From an optimization exercise on the open Yosys and OpenROAD flow, aimed at small area; shortcuts taken in it are not production practice. The RTL was checked by simulation tests, not by an equivalence proof against the original design. No activity file was given, so power comes from the tool's default toggle rates.

== run 1 ==
==> flow/design.v <==
module Sync_top(
    input   wire        PCK,
    input   wire        RSTN,
    input   wire        MRX_FLAG_RE,
    input   [14:0]      MAD,
    input   [31:0]      MDI,
    input   [31:0]      MBE,
    input               MWE,
    input   [9:0]       DI,
    output  [31:0]      MDO_SYNC_TOP,
    output  reg         HLOCK,
    output  reg         VLOCK,
    output  reg         SYNC_ACT,
    output  reg[9:0]    SYNC_DO
);
function [12:0] add12(input [11:0] a, input [11:0] b, input ci);
    integer i; reg c;
    begin
        c = ci;
        for (i = 0; i < 12; i = i + 1) begin
            add12[i] = a[i] ^ b[i] ^ c;
            c = (a[i] & b[i]) | (a[i] & c) | (b[i] & c);
        end
        add12[12] = c;
    end
endfunction
function cout12(input [11:0] a, input [11:0] b, input ci);
    integer i; reg c;
    begin
        c = ci;
        for (i = 0; i < 12; i = i + 1)
            c = (a[i] & b[i]) | (a[i] & c) | (b[i] & c);
        cout12 = c;
    end
endfunction
function [12:0] inc12(input [11:0] a, input ci);
    integer i; reg c;
    begin
        c = ci;
        for (i = 0; i < 12; i = i + 1) begin
            inc12[i] = a[i] ^ c;
            c = a[i] & c;
        end
        inc12[12] = c;
    end
endfunction
function cmp12(input [11:0] a, input [11:0] b, input eq);
    integer i; reg c;
    begin
        c = eq;
        for (i = 0; i < 12; i = i + 1)
            c = (~a[i] & b[i]) | (~a[i] & c) | (b[i] & c);
        cmp12 = c;
    end
endfunction
wire hi0 = (MAD[14:6] == 9'd0);
wire s16 = hi0 & (MAD[5:0] == 6'h16);
wire s17 = hi0 & (MAD[5:0] == 6'h17);
wire s18 = hi0 & (MAD[5:0] == 6'h18);
wire s19 = hi0 & (MAD[5:0] == 6'h19);
wire s20 = hi0 & (MAD[5:0] == 6'h20);
wire s21 = hi0 & (MAD[5:0] == 6'h21);
wire s2a = hi0 & (MAD[5:0] == 6'h2a);
wire s2b = hi0 & (MAD[5:0] == 6'h2b);
wire s30 = hi0 & (MAD[5:0] == 6'h30);
wire s31 = hi0 & (MAD[5:0] == 6'h31);
wire s32 = hi0 & (MAD[5:0] == 6'h32);
reg [10:0] SYNC_HSP, SYNC_VSP, SYNC_VTW, SYNC_HW, SYNC_VW;
reg [11:0] SYNC_HTW, DOT_H, DOT_V, DOT_W;
reg [2:0]  CH;
reg        SYNC_UP;
wire [11:0] wd = MDI[11:0];
wire [11:0] wm = MBE[11:0];
always @(posedge PCK or negedge RSTN) begin
    if (!RSTN) begin
        SYNC_HSP <= 11'd1;
        SYNC_VSP <= 11'd28;
        SYNC_HTW <= 12'd2200;
        SYNC_VTW <= 11'd1125;
        SYNC_HW  <= 11'd1920;
        SYNC_VW  <= 11'd1080;
        CH       <= 3'd0;
        SYNC_UP  <= 1'b0;
        DOT_H    <= 12'd960;
        DOT_V    <= 12'd540;
        DOT_W    <= 12'd10;
    end else if (MWE) begin
        if (s20) SYNC_HSP <= (wm[10:0] & wd[10:0]) | (~wm[10:0] & SYNC_HSP);
        if (s21) SYNC_VSP <= (wm[10:0] & wd[10:0]) | (~wm[10:0] & SYNC_VSP);
        if (s16) SYNC_HTW <= (wm & wd) | (~wm & SYNC_HTW);
        if (s17) SYNC_VTW <= (wm[10:0] & wd[10:0]) | (~wm[10:0] & SYNC_VTW);
        if (s18) SYNC_HW  <= (wm[10:0] & wd[10:0]) | (~wm[10:0] & SYNC_HW);
        if (s19) SYNC_VW  <= (wm[10:0] & wd[10:0]) | (~wm[10:0] & SYNC_VW);
        if (s2a) CH       <= (wm[2:0] & wd[2:0]) | (~wm[2:0] & CH);
        if (s2b) SYNC_UP  <= (wm[0] & wd[0]) | (~wm[0] & SYNC_UP);
        if (s30) DOT_H    <= (wm & wd) | (~wm & DOT_H);
        if (s31) DOT_V    <= (wm & wd) | (~wm & DOT_V);
        if (s32) DOT_W    <= (wm & wd) | (~wm & DOT_W);
    end
end
assign MDO_SYNC_TOP = {20'd0,
      ({12{s20}} & {1'b0, SYNC_HSP})
    | ({12{s21}} & {1'b0, SYNC_VSP})
    | ({12{s16}} & SYNC_HTW)
    | ({12{s17}} & {1'b0, SYNC_VTW})
    | ({12{s18}} & {1'b0, SYNC_HW})
    | ({12{s19}} & {1'b0, SYNC_VW})
    | ({12{s2a}} & {9'd0, CH})
    | ({12{s2b}} & {11'd0, SYNC_UP})
    | ({12{s30}} & DOT_H)
    | ({12{s31}} & DOT_V)
    | ({12{s32}} & DOT_W)};
wire aSYNC_UP = MWE & s2b;
reg [11:0] HCNT;
reg [10:0] VCNT;
wire [11:0] VCNT12 = {1'b0, VCNT};
wire [11:0] HSP12 = {1'b0, SYNC_HSP};
wire [11:0] VSP12 = {1'b0, SYNC_VSP};
wire [11:0] SH = add12(HSP12, {1'b0, SYNC_HW}, 1'b0);
wire [11:0] SV = add12(VSP12, {1'b0, SYNC_VW}, 1'b0);
wire ACT_H = cmp12(HSP12, HCNT, 1'b1) & cmp12(HCNT, SH, 1'b0);
wire ACT_V = cmp12(VSP12, VCNT12, 1'b1) & cmp12(VCNT12, {1'b0, SV[10:0]}, 1'b0);
wire ACT_T = ACT_H & ACT_V;
reg SYNC_ON;
always @(posedge PCK or negedge RSTN) begin
    if (!RSTN)             SYNC_ON <= 1'd0;
    else if (aSYNC_UP)     SYNC_ON <= 1'd1;
    else if (MRX_FLAG_RE)  SYNC_ON <= 1'd0;
end
wire CNT_RST = SYNC_ON & MRX_FLAG_RE;
wire [12:0] HINC = inc12(HCNT, 1'b1);
wire [12:0] VINC = inc12(VCNT12, 1'b1);
always @(posedge PCK or negedge RSTN) begin
    if (!RSTN)                  HCNT <= 12'b0;
    else if (HLOCK | CNT_RST)   HCNT <= 12'b0;
    else                        HCNT <= HINC[11:0];
end
always @(posedge PCK or negedge RSTN) begin
    if (!RSTN)           VCNT <= 11'b0;
    else if (CNT_RST)    VCNT <= 11'b0;
    else if (HLOCK) begin
        if (VLOCK)       VCNT <= 11'b0;
        else             VCNT <= VINC[10:0];
    end
end
wire [12:0] HTWM2 = add12(SYNC_HTW, 12'hFFE, 1'b0);
wire HEND = (HCNT == HTWM2[11:0]);
wire VEND = (VINC[11:0] == {1'b0, SYNC_VTW});
wire HTW_GE2 = |SYNC_HTW[11:1];
always @(posedge PCK or negedge RSTN) begin
    if (!RSTN) begin
        HLOCK <= 1'b0;
        VLOCK <= 1'b0;
        SYNC_ACT <= 1'b0;
    end else begin
        HLOCK <= HEND;
        VLOCK <= HEND & HTW_GE2 & VEND;
        SYNC_ACT <= ACT_T;
    end
end
reg [11:0] K_H, K_V;
reg TURN_H, TURN_V;
wire [12:0] ZH = add12(K_H, SH, 1'b0);
wire [12:0] ZV = add12(K_V, SV, 1'b0);
wire SH_GE21 = (SH > 12'd20);
wire SV_GE21 = (SV > 12'd20);
wire ZH_LE40 = (ZH[12:6] == 7'd0) & (ZH[5:0] <= 6'd40);
wire ZV_LE41 = (ZV[12:6] == 7'd0) & (ZV[5:0] <= 6'd41);
wire ZH_LEN  = ~ZH[12] | ((ZH[11:6] == 6'd0) & (ZH[5:0] <= 6'd40));
wire ZV_LEN  = ~ZV[12] | ((ZV[11:6] == 6'd0) & (ZV[5:0] <= 6'd41));
wire KH_GT19 = (K_H > 12'd19);
wire KV_GT20 = (K_V > 12'd20);
wire HI_H = KH_GT19 ? (SH_GE21 ? ZH_LEN : ZH_LE40) : (SH_GE21 & ZH_LE40);
wire HI_V = KV_GT20 ? (SV_GE21 ? ZV_LEN : ZV_LE41) : (SV_GE21 & ZV_LE41);
wire LO_H = ~KH_GT19 | cout12(K_H, HSP12, 1'b1);
wire LO_V = ~KV_GT20 | cout12(K_V, VSP12, 1'b0);
always @(posedge PCK or negedge RSTN) begin
    if (!RSTN) begin
        K_H <= 12'd18;       
        TURN_H <= 1'b1;
        K_V <= 12'd4088;     
        TURN_V <= 1'b1;
    end else begin
        if (VLOCK) begin
            if (HI_H)       TURN_H <= 1'b0;
            else if (LO_H)  TURN_H <= 1'b1;
            if (HI_V)       TURN_V <= 1'b0;
            else if (LO_V)  TURN_V <= 1'b1;
        end
        K_H <= add12(K_H, {{8{VLOCK & TURN_H}}, {3{VLOCK & ~TURN_H}}, 1'b0}, VLOCK);
        K_V <= add12(K_V, {{8{VLOCK & TURN_V}}, {3{VLOCK & ~TURN_V}}, 1'b0}, VLOCK);
    end
end
wire [11:0] PH = add12(HCNT, K_H, 1'b0);
wire [11:0] PV = add12(VCNT12, K_V, 1'b0);
wire PIXEL = (K_H > 12'd39) & (PH <= 12'd38)
           & ((K_V == 12'd0) | (K_V > 12'd40)) & (PV <= 12'd40);
wire DOT = cmp12(add12(DOT_V, ~DOT_W, 1'b1), VCNT12, 1'b1)
         & cmp12(VCNT12, add12(DOT_V, DOT_W, 1'b0), 1'b1)
         & cmp12(add12(DOT_H, ~DOT_W, 1'b1), HCNT, 1'b0)
         & cmp12(HCNT, add12(DOT_H, DOT_W, 1'b0), 1'b0);
always @(posedge PCK or negedge RSTN) begin
    if (!RSTN)
        SYNC_DO <= 10'b0;
    else if (ACT_T)
        case (CH)
            3'd1:    SYNC_DO <= {{8{PIXEL}}, 2'b0};
            3'd2:    SYNC_DO <= {HCNT[7:0], 2'b0};
            3'd3:    SYNC_DO <= {VCNT[7:0], 2'b0};
            3'd4:    SYNC_DO <= {HCNT[7:0] ^ VCNT[7:0], 2'b0};
            3'd5:    SYNC_DO <= {DI[7:0], 2'b0};
            3'd6:    SYNC_DO <= {2'b0, {8{DOT}}};
            default: SYNC_DO <= DI;
        endcase
    else
        SYNC_DO <= 10'b0;
end
endmodule
export LEC_CHECK = 0
export CAP_MARGIN = 20
export CORE_MARGIN = 2
export CORE_UTILIZATION = 40
export CTS_BUF_LIST = sky130_fd_sc_hd__clkbuf_8
export CTS_CLUSTER_SIZE = 15
export SLEW_MARGIN = 20
create_clock -name core_clock -period 6.7 [get_ports {PCK}]
standard.sh (not shown) runs the stock make flow with config.mk's settings and CLKGATE_MAP_FILE= SYNTH_SCRIPT=/design/flow/synth_recipe.tcl, a recipe that flattens the netlist after the stock synthesis.
==> flow/flow/run.sh <==
#!/bin/bash
# Layout flow: the standard flow (standard.sh) with these changes.
#  * Synthesis: the standard script, except that Yosys's quick ABC pass
#    before adder extraction is skipped (synth -noabc), and the final ABC
#    technology mapping uses flow/abc_area.script (area-recovering mapping,
#    no buffering or sizing; placement repairs timing). Registers, their names
#    and their cell types are as in the standard synthesis.
#  * Port buffers are plain buf_1 cells.
#  * Clock tree synthesis inserts no dummy balancing loads.
# Each tool's output is in orfs/logs/; make's output is in standard_flow.log.
set -euo pipefail
here=$PWD
abc_script=$here/flow/abc_area.script
# synthesis core: ORFS's synth.tcl with the ABC script swapped after the preamble
python3 - "$FLOW_HOME/scripts/synth.tcl" "$here/core_synth.tcl" "$abc_script" <<'PY'
import sys
src, dst, abc = sys.argv[1:]
v = open(src).read()
hook = "source $::env(SCRIPTS_DIR)/synth_preamble.tcl\n"
assert v.count(hook) == 1
v = v.replace(hook, hook + "set abc_args [lreplace $abc_args 1 1 {%s}]\n" % abc)
open(dst, "w").write(v)
PY
sed -e '1s/yosys synth -nofsm -noshare /yosys synth -nofsm -noshare -noabc /' \
    -e "s|source \$::env(SCRIPTS_DIR)/synth.tcl|source $here/core_synth.tcl|" \
    synth_recipe.tcl > own_synth.tcl
grep -q -- '-noabc' own_synth.tcl
grep -q "core_synth.tcl" own_synth.tcl
bash standard.sh \
  "SYNTH_SCRIPT=$here/own_synth.tcl" \
  "BUFFER_PORTS_ARGS=-buffer_cell sky130_fd_sc_hd__buf_1" \
  "CTS_ARGS=-sink_clustering_enable -repair_clock_nets -sink_clustering_size 15 -buf_list sky130_fd_sc_hd__clkbuf_8 -dont_use_dummy_load" \
  finish > standard_flow.log 2>&1
==> flow/flow/abc_area.script <==
strash
&get -n
&st
&syn2
&dch -f
&nf -R 1000
&put
strash
&get -n
&st
&dch -f
&nf -R 1000
&put
topo
stime -c
diff inputs: run 1 => run 2
==> flow/flow/run.sh <==
#!/bin/bash
# Standard layout, with plain buf_1 cells as the port buffers.
set -euo pipefail
bash standard.sh "BUFFER_PORTS_ARGS=-buffer_cell sky130_fd_sc_hd__buf_1" finish > standard_flow.log 2>&1
removed: flow/flow/abc_area.script
==> run summary <==
Run 2 ended up with dfstp_2 as its slowest stage cell on the critical path; run 1 ended up with fa_1.
Post-detailed-route via-to-cell ratio in run 2 is about 2.5% lower than in run 1
For the cell area reported after detailed placement, run 2 came in 8.0% higher than run 1 did.
Internal power of the cells: run 2 worse than run 1
Compare run 1 and run 2 | global-route met3 utilization higher: run 2
The worst endpoint required time of run 2 is higher than that of run 1.
What run 1 reported for number of different library cells in the post-synthesis netlist has to be multiplied by 1.5 to get the figure for run 2.
Relative to run 1, minimum clock period increased by 0.0076 ns in run 2.
Area share of and/or/nand/nor cells after synthesis: run 2 lower than run 1
Compare run 1 and run 2 | via count lower: run 1
Summary: first-pass GRT wire length, run 2 worse than run 1
Net total in the final layout (run 2 / run 1): 1.09
The inputs of run 3 differ from those of run 2 as listed below.
# run 2
export LEC_CHECK = 0
export CAP_MARGIN = 20
export CORE_MARGIN = 2
export CORE_UTILIZATION = 40
export CTS_BUF_LIST = sky130_fd_sc_hd__clkbuf_8
export CTS_CLUSTER_SIZE = 15
export SLEW_MARGIN = 20
create_clock -name core_clock -period 6.7 [get_ports {PCK}]
# run 3
export LEC_CHECK = 0
export CAP_MARGIN = 20
export CORE_MARGIN = 2
export CORE_UTILIZATION = 40
export CTS_BUF_LIST = sky130_fd_sc_hd__clkbuf_8
export CTS_CLUSTER_DIAMETER = 60
export CTS_CLUSTER_SIZE = 24
export SLEW_MARGIN = 20
create_clock -name core_clock -period 6.7 [get_ports {PCK}]
Findings:
- Reported for run 3 and run 2, maximum buffer depth of the clock tree turned out identical to the last digit.
- Overall routed net length came out exactly the same in run 3 and run 2.
- Summary of run 3 over run 2: worst path buffer plus inverter count was more or less identical; fraction of the mapped netlist area in simple logic gates was more or less identical; fraction of layout cells with a size suffix above 1 was more or less identical; global routing usage on met1 was more or less identical.
- Diff run 3..run 2 | number of signal-net buffers in the layout | unchanged
[inputs] run 4 vs run 3
# run 3
export LEC_CHECK = 0
export CAP_MARGIN = 20
export CORE_MARGIN = 2
export CORE_UTILIZATION = 40
export CTS_BUF_LIST = sky130_fd_sc_hd__clkbuf_8
export CTS_CLUSTER_DIAMETER = 60
export CTS_CLUSTER_SIZE = 24
export SLEW_MARGIN = 20
create_clock -name core_clock -period 6.7 [get_ports {PCK}]
# run 4
export LEC_CHECK = 0
export CAP_MARGIN = 20
export CORE_MARGIN = 2
export CORE_UTILIZATION = 50
export CTS_BUF_LIST = sky130_fd_sc_hd__clkbuf_8
export CTS_CLUSTER_SIZE = 15
export SLEW_MARGIN = 20
create_clock -name core_clock -period 6.7 [get_ports {PCK}]
--- outcome ---
Count of nets after finishing: run 4 vs run 3 — no meaningful difference
Going from run 3 to run 4, met3 routed wirelength saw an increase, hold slack saw a decrease.
Changes observed in run 4 relative to run 3: proportion of total power due to net switching rose by 2.6 points; non-clock buffer count shows an increase of about 3.5%.
Taking run 3 as the reference, in run 4 met3 demand-to-capacity share in global routing went up; die area -20%.

afterwards: timing with drivers on the ports:
No port has a modelled driver above. Below, the same layouts with a new extraction and two added sets of constraints. Step 1 (the two cells are an assumption about what drives the block):
set clk [get_ports {PCK}]
set_driving_cell -lib_cell sky130_fd_sc_hd__clkbuf_16 $clk
set_driving_cell -lib_cell sky130_fd_sc_hd__buf_2 [delete_from_list [all_inputs] $clk]
Step 2 times the ports against the registers' clock, not the clock port: input delays grow and output delays shrink by t, the midpoint of the rising clock arrivals with the driver on. Three values: no drivers, after step 1, after step 2; two values: the first two.
| run | shift t [ns] | slack for setup (ns) | worst setup path after step 2 |
|---|---|---|---|
| run 1 | 0.543 | 0.205 / 0.205 / 0.205 | register to register |
| run 2 | 0.546 | 0.197 / 0.197 / 0.197 | register to register |
| run 3 | 0.546 | 0.197 / 0.197 / 0.197 | register to register |
| run 4 | 0.536 | 0.214 / 0.214 / 0.214 | register to register |
After both steps setup and hold are still met in every run listed.
